Context: an optimization exercise on an open-source flow, tuned for small area, a short achievable clock period and few clock cycles. The choices shown serve that exercise and are no tape-out recipe.
Where RTL was checked, it was by simulation tests only, not by an equivalence proof against the original.
Power figures rest on the tool's default switching activity, not on a simulated workload.

## stackMultiCycle
module stackMultiCycle(
	clk,
	rst,
	mem_addr,
	mem_rdata,
	mem_wdata,
	mem_we);
Size in the first run: ~1800 cells after synthesis, roughly 520 flip-flops, ~24 I/O pins, roughly 24000 um2 of cells after synthesis.
==> module Stack, before the edit <==
module Stack #(parameter DEPTH = 61) (
    input            clk,
    input            rst,
    input            push,
    input            pop,
    input      [7:0] d_in,
    output reg [7:0] d_out
    );
    reg [7:0] st [0:DEPTH-1];
    reg [5:0] ptr;
    integer i;
    always @(posedge clk, posedge rst) begin
        if (rst) ptr <= 6'd61;
        else if (push) ptr <= ptr + 6'd1;
        else if (pop) ptr <= ptr - 6'd1;
    end
    always @(posedge clk) begin
        for (i = 0; i < DEPTH; i = i + 1)
            if (push && ptr == ((i + 63) % 64)) st[i] <= d_in;
    end
    always @(*) begin
        d_out = 8'd0;
        for (i = 0; i < DEPTH; i = i + 1)
            if (ptr == i) d_out = st[i];
    end
endmodule
==> module stackMultiCycle, before the edit <==
module stackMultiCycle(
	clk,
	rst,
	mem_addr,
	mem_rdata,
	mem_wdata,
	mem_we);
input clk,rst;
output [4:0] mem_addr;
input [7:0] mem_rdata;
output [7:0] mem_wdata;
output mem_we;
    reg  [4:0] pc;       
    reg  [7:0] ir;
    reg        ex;       
    reg  [7:0] t, n;     
    wire [2:0] op = ir[7:5];
    wire [4:0] a  = ir[4:0];
    wire is_alu  = ex & ~op[2] & ~(op[1] & op[0]);
    wire is_not  = ex & (op == 3'b011);
    wire is_push = ex & (op == 3'b100);
    wire is_pop  = ex & (op == 3'b101);
    wire is_jmp  = ex & (op == 3'b110);
    wire is_jz   = ex & (op == 3'b111);
    wire tz      = (t == 8'd0);
    wire data    = is_push | is_pop;
    wire sel_a   = data | is_jmp | (is_jz & tz);
    wire fetch   = ~data;
    assign mem_addr  = sel_a ? a : pc;
    assign mem_we    = is_pop;
    assign mem_wdata = t;
    wire [7:0] alu;
    ALU alu0 (.t(t), .n(n), .func(op[1:0]), .out(alu));
    wire [7:0] below;
    Stack stk (.clk(clk), .rst(rst), .push(is_push), .pop(is_pop | is_alu),
               .d_in(n), .d_out(below));
    always @(posedge clk, posedge rst) begin
        if (rst) begin
            pc <= 5'd0;
            ir <= 8'd0;
            ex <= 1'b0;
        end else begin
            ex <= fetch;
            if (fetch) begin
                ir <= mem_rdata;
                pc <= mem_addr + 5'd1;
            end
        end
    end
    always @(posedge clk) begin
        if (is_push) begin
            t <= mem_rdata;
            n <= t;
        end else if (is_pop | is_alu) begin
            t <= is_pop ? n : alu;
            n <= below;
        end else if (is_not) begin
            t <= alu;
        end
    end
endmodule
Settings: LEC_CHECK=0, CAP_MARGIN=20, CORE_MARGIN=2, CORE_UTILIZATION=40, SLEW_MARGIN=20; clock period 4.0 ns.
run.sh (not shown) runs the stock make flow with config.mk's settings and CLKGATE_MAP_FILE= SYNTH_SCRIPT=/design/flow/synth_recipe.tcl, a recipe that flattens the netlist after the stock synthesis.
The starting point completed and failed the layout checks on negative setup slack.
Testbench counts at the start, summed over its fixed seeds: cycles 61,910.
Next try:
--- a/flow/design.v
+++ b/flow/design.v
@@ -11,33 +11,26 @@
                  ~t;
 endmodule
 `timescale 1ps/1ps
 module Stack #(parameter DEPTH = 61) (
     input            clk,
-    input            rst,
     input            push,
     input            pop,
     input      [7:0] d_in,
-    output reg [7:0] d_out
+    output     [7:0] d_out
     );
     reg [7:0] st [0:DEPTH-1];
-    reg [5:0] ptr;
     integer i;
-    always @(posedge clk, posedge rst) begin
-        if (rst) ptr <= 6'd61;
-        else if (push) ptr <= ptr + 6'd1;
-        else if (pop) ptr <= ptr - 6'd1;
+    always @(posedge clk) begin
+        if (push) begin
+            st[0] <= d_in;
+            for (i = 1; i < DEPTH; i = i + 1) st[i] <= st[i-1];
+        end else if (pop) begin
+            for (i = 0; i < DEPTH-1; i = i + 1) st[i] <= st[i+1];
+        end
     end
-    always @(posedge clk) begin
-        for (i = 0; i < DEPTH; i = i + 1)
-            if (push && ptr == ((i + 63) % 64)) st[i] <= d_in;
-    end
-    always @(*) begin
-        d_out = 8'd0;
-        for (i = 0; i < DEPTH; i = i + 1)
-            if (ptr == i) d_out = st[i];
-    end
+    assign d_out = st[0];
 endmodule
 `timescale 1ps/1ps
 module stackMultiCycle(
 	clk,
 	rst,
@@ -70,26 +63,23 @@
     assign mem_we    = is_pop;
     assign mem_wdata = t;
     wire [7:0] alu;
     ALU alu0 (.t(t), .n(n), .func(op[1:0]), .out(alu));
     wire [7:0] below;
-    Stack stk (.clk(clk), .rst(rst), .push(is_push), .pop(is_pop | is_alu),
+    Stack stk (.clk(clk), .push(is_push), .pop(is_pop | is_alu),
                .d_in(n), .d_out(below));
     always @(posedge clk, posedge rst) begin
         if (rst) begin
             pc <= 5'd0;
-            ir <= 8'd0;
             ex <= 1'b0;
         end else begin
             ex <= fetch;
-            if (fetch) begin
-                ir <= mem_rdata;
-                pc <= mem_addr + 5'd1;
-            end
+            if (fetch) pc <= mem_addr + 5'd1;
         end
     end
     always @(posedge clk) begin
+        if (fetch) ir <= mem_rdata;
         if (is_push) begin
             t <= mem_rdata;
             n <= t;
         end else if (is_pop | is_alu) begin
             t <= is_pop ? n : alu;
Result: With this change the flow finished with timing, DRC and antenna clean; via count fell by about a fifth; clock skew shrinks by 0.0081 ns; global-route usage came out lower by 12 points; area after synthesis fell by a few percent; maximum frequency rose by a little under a tenth; total power fell by a quarter to a third; sequential cell count falls by 6; wire length is lower by well over a third.
The RTL of the second run of this note was laid out without a check of its function.

---

delta:
The RTL this note starts from:
==> flow/design.v <==
`timescale 1ps/1ps
module Stack #(parameter DEPTH = 62) (
    input            clk,
    input            hold,
    input            push,
    input            pop,
    input      [7:0] d_in,
    output     [7:0] d_out
    );
    reg  [7:0] e [0:DEPTH-1];
    wire [7:0] h = {8{hold}}, u = {8{push}}, p = {8{pop}};
    integer i;
    always @(posedge clk) begin
        e[0] <= (h & e[0]) | (u & d_in) | (p & e[1]);
        for (i = 1; i < DEPTH-1; i = i + 1)
            e[i] <= (h & e[i]) | (u & e[i-1]) | (p & e[i+1]);
        e[DEPTH-1] <= (h & e[DEPTH-1]) | (u & e[DEPTH-2]);
    end
    assign d_out = e[0];
endmodule
`timescale 1ps/1ps
module stackMultiCycle(
	clk,
	rst,
	mem_addr,
	mem_rdata,
	mem_wdata,
	mem_we);
input clk,rst;
output [4:0] mem_addr;
input [7:0] mem_rdata;
output [7:0] mem_wdata;
output mem_we;
    reg  [4:0] addr;     
    reg  [4:0] pc;       
    reg        we;       
    reg  [4:0] ja;       
    reg  [7:0] t;        
    reg dcyc;            
    reg d_push;          
    reg x_add, x_sub, x_and, x_not, x_jz;    
    reg s_hold, s_push, s_pop;               
    assign mem_addr  = addr;
    assign mem_we    = we;
    assign mem_wdata = t;
    wire [7:0] n;
    Stack stk (.clk(clk), .hold(s_hold), .push(s_push), .pop(s_pop),
               .d_in(t), .d_out(n));
    wire [2:0] op = mem_rdata[7:5];
    wire       taken = x_jz & (t == 8'd0);
    wire       fetch = ~dcyc & ~taken;           
    wire       i_alu  = ~op[2] & ~(op[1] & op[0]);
    wire       i_push = op == 3'b100;
    wire       i_pop  = op == 3'b101;
    wire       i_jmp  = op == 3'b110;
    wire       i_mem  = i_push | i_pop;
    wire [4:0] seq = addr + 5'd1;
    always @(posedge clk, posedge rst) begin
        if (rst) begin
            addr   <= 5'd0;
            pc     <= 5'd0;
            we     <= 1'b0;
            dcyc   <= 1'b0;
            d_push <= 1'b0;
            x_add  <= 1'b0;
            x_sub  <= 1'b0;
            x_and  <= 1'b0;
            x_not  <= 1'b0;
            x_jz   <= 1'b0;
            s_hold <= 1'b1;
            s_push <= 1'b0;
            s_pop  <= 1'b0;
        end else begin
            if (~dcyc) pc <= seq;
            if (dcyc) addr <= pc;
            else if (taken) addr <= ja;
            else if (i_mem | i_jmp) addr <= mem_rdata[4:0];
            else addr <= seq;
            we     <= fetch & i_pop;
            dcyc   <= fetch & i_mem;
            d_push <= fetch & i_push;
            x_add  <= fetch & (op == 3'b000);
            x_sub  <= fetch & (op == 3'b001);
            x_and  <= fetch & (op == 3'b010);
            x_not  <= fetch & (op == 3'b011);
            x_jz   <= fetch & (op == 3'b111);
            s_push <= fetch & i_push;
            s_pop  <= fetch & (i_pop | i_alu);
            s_hold <= ~(fetch & (i_push | i_pop | i_alu));
        end
    end
    always @(posedge clk) begin
        if (fetch) ja <= mem_rdata[4:0];
    end
    wire [7:0] sum  = t + n;
    wire [7:0] diff = t - n;
    wire       t_keep = ~(dcyc | x_add | x_sub | x_and | x_not);
    wire       d_pop  = dcyc & ~d_push;
    always @(posedge clk) begin
        t <= ({8{t_keep}} & t)
           | ({8{d_push}} & mem_rdata)
           | ({8{d_pop}}  & n)
           | ({8{x_add}}  & sum)
           | ({8{x_sub}}  & diff)
           | ({8{x_and}}  & (t & n))
           | ({8{x_not}}  & ~t);
    end
endmodule
clock: 4.0 ns
lec_check: 0
cap_margin: 20
core_margin: 2
core_utilization: 60
setup_slack_margin: 2.0
slew_margin: 20
--- input diff delta..ember ---
==> flow/design.v <==
`timescale 1ps/1ps
module Stack #(parameter DEPTH = 62) (
    input            clk,
    input            hold,
    input            push,
    input            pop,
    input      [7:0] d_in,
    output     [7:0] d_out
    );
    reg  [7:0] e [0:DEPTH-1];
    wire [7:0] h = {8{hold}}, u = {8{push}}, p = {8{pop}};
    integer i;
    always @(posedge clk) begin
        e[0] <= (h & e[0]) | (u & d_in) | (p & e[1]);
        for (i = 1; i < DEPTH-1; i = i + 1)
            e[i] <= (h & e[i]) | (u & e[i-1]) | (p & e[i+1]);
        e[DEPTH-1] <= (h & e[DEPTH-1]) | (u & e[DEPTH-2]);
    end
    assign d_out = e[0];
endmodule
`timescale 1ps/1ps
module stackMultiCycle(
	clk,
	rst,
	mem_addr,
	mem_rdata,
	mem_wdata,
	mem_we);
input clk,rst;
output [4:0] mem_addr;
input [7:0] mem_rdata;
output [7:0] mem_wdata;
output mem_we;
    reg  [4:0] addr;     
    reg  [4:0] pc;       
    reg        we;       
    reg  [4:0] ja;       
    reg  [7:0] t;        
    reg dcyc;            
    reg d_push;          
    reg x_add, x_sub, x_and, x_not, x_jz, x_push;   
    reg s_hold, s_push, s_pop;                      
    reg  [7:0] c_valid;
    reg  [1:0] c_tag  [0:7];
    reg  [7:0] c_data [0:7];
    assign mem_addr  = addr;
    assign mem_we    = we;
    assign mem_wdata = t;
    wire [7:0] n;
    Stack stk (.clk(clk), .hold(s_hold), .push(s_push), .pop(s_pop),
               .d_in(t), .d_out(n));
    wire [2:0] op = mem_rdata[7:5];
    wire [2:0] ci = mem_rdata[2:0];
    wire       hit = c_valid[ci] & (c_tag[ci] == mem_rdata[4:3]);
    wire       taken = x_jz & (t == 8'd0);
    wire       fetch = ~dcyc & ~taken;           
    wire       i_alu  = ~op[2] & ~(op[1] & op[0]);
    wire       i_push = op == 3'b100;
    wire       i_pop  = op == 3'b101;
    wire       i_jmp  = op == 3'b110;
    wire       i_data = (i_push & ~hit) | i_pop;    
    wire [4:0] seq = addr + 5'd1;
    always @(posedge clk, posedge rst) begin
        if (rst) begin
            addr    <= 5'd0;
            pc      <= 5'd0;
            we      <= 1'b0;
            dcyc    <= 1'b0;
            d_push  <= 1'b0;
            x_add   <= 1'b0;
            x_sub   <= 1'b0;
            x_and   <= 1'b0;
            x_not   <= 1'b0;
            x_jz    <= 1'b0;
            x_push  <= 1'b0;
            s_hold  <= 1'b1;
            s_push  <= 1'b0;
            s_pop   <= 1'b0;
            c_valid <= 8'd0;
        end else begin
            if (~dcyc) pc <= seq;
            if (dcyc) addr <= pc;
            else if (taken) addr <= ja;
            else if (i_data | i_jmp) addr <= mem_rdata[4:0];
            else addr <= seq;
            we     <= fetch & i_pop;
            dcyc   <= fetch & i_data;
            d_push <= fetch & i_push & ~hit;
            x_add  <= fetch & (op == 3'b000);
            x_sub  <= fetch & (op == 3'b001);
            x_and  <= fetch & (op == 3'b010);
            x_not  <= fetch & (op == 3'b011);
            x_jz   <= fetch & (op == 3'b111);
            x_push <= fetch & i_push & hit;
            s_push <= fetch & i_push;
            s_pop  <= fetch & (i_pop | i_alu);
            s_hold <= ~(fetch & (i_push | i_pop | i_alu));
            if (dcyc) c_valid[ja[2:0]] <= 1'b1;
        end
    end
    always @(posedge clk) begin
        if (fetch) ja <= mem_rdata[4:0];
        if (dcyc) begin
            c_tag[ja[2:0]]  <= ja[4:3];
            c_data[ja[2:0]] <= d_push ? mem_rdata : t;
        end
    end
    wire [7:0] sum  = t + n;
    wire [7:0] diff = t - n;
    wire [7:0] cval = c_data[ja[2:0]];
    wire       t_keep = ~(dcyc | x_add | x_sub | x_and | x_not | x_push);
    wire       d_pop  = dcyc & ~d_push;
    always @(posedge clk) begin
        t <= ({8{t_keep}} & t)
           | ({8{d_push}} & mem_rdata)
           | ({8{d_pop}}  & n)
           | ({8{x_add}}  & sum)
           | ({8{x_sub}}  & diff)
           | ({8{x_and}}  & (t & n))
           | ({8{x_not}}  & ~t)
           | ({8{x_push}} & cval);
    end
endmodule
==> comparison <==
delta ran to completion and came out clean on the timing, design-rule and antenna checks. ember reached the end of the flow, and the finished layout is clean on the timing, design-rule and antenna checks. Of ember and delta, the higher die span in x belongs to ember. The clock-buffer cell count in delta is 0.942 times that in ember. Taking delta as the reference, in ember worst hold margin has decreased; die area has increased; utilization has increased. Run comparison: ember worst-path cell with the longest stage delay fa_2; delta worst-path cell with the longest stage delay dfrtp_4. Of the two values seen for timing endpoint of the critical path, stk.e[51][6] was produced by delta and t[1] by ember.
No run of this note included a check of the RTL's function; only the layout flow was run.

what the ideal ports hide:
Ports are ideal in the flow. The routed layouts listed here were re-timed in OpenROAD. Step 1 assumes that a clkbuf_16 drives the clock port and a buf_2 every other input. Step 2 moves the port delays by t, midway between the first and last clock arrival at a register: inputs arrive t later, outputs are due t later. That takes back most of the time a late clock gives input paths. a / b / c = ideal ports / drivers / drivers and shift; a / b = the first two.
run | t, ns | slack for setup (ns) | worst setup path at the end | worst register clock-pin slew, ns | pins driven straight from the clock port
the first run of note 1 | 0.669 | -0.060 / -0.060 / -0.060 | register to register | 0.07 / 0.07 | 1
the second run of note 1 | 0.640 | 0.233 / 0.177 / 0.817 | register to output | 0.06 / 0.06 | 1
delta | 0.629 | 2.034 / 1.992 / 1.508 | input to register | 0.06 / 0.06 | 1
ember | 0.653 | 1.922 / 1.888 / 1.396 | input to register | 0.06 / 0.06 | 1
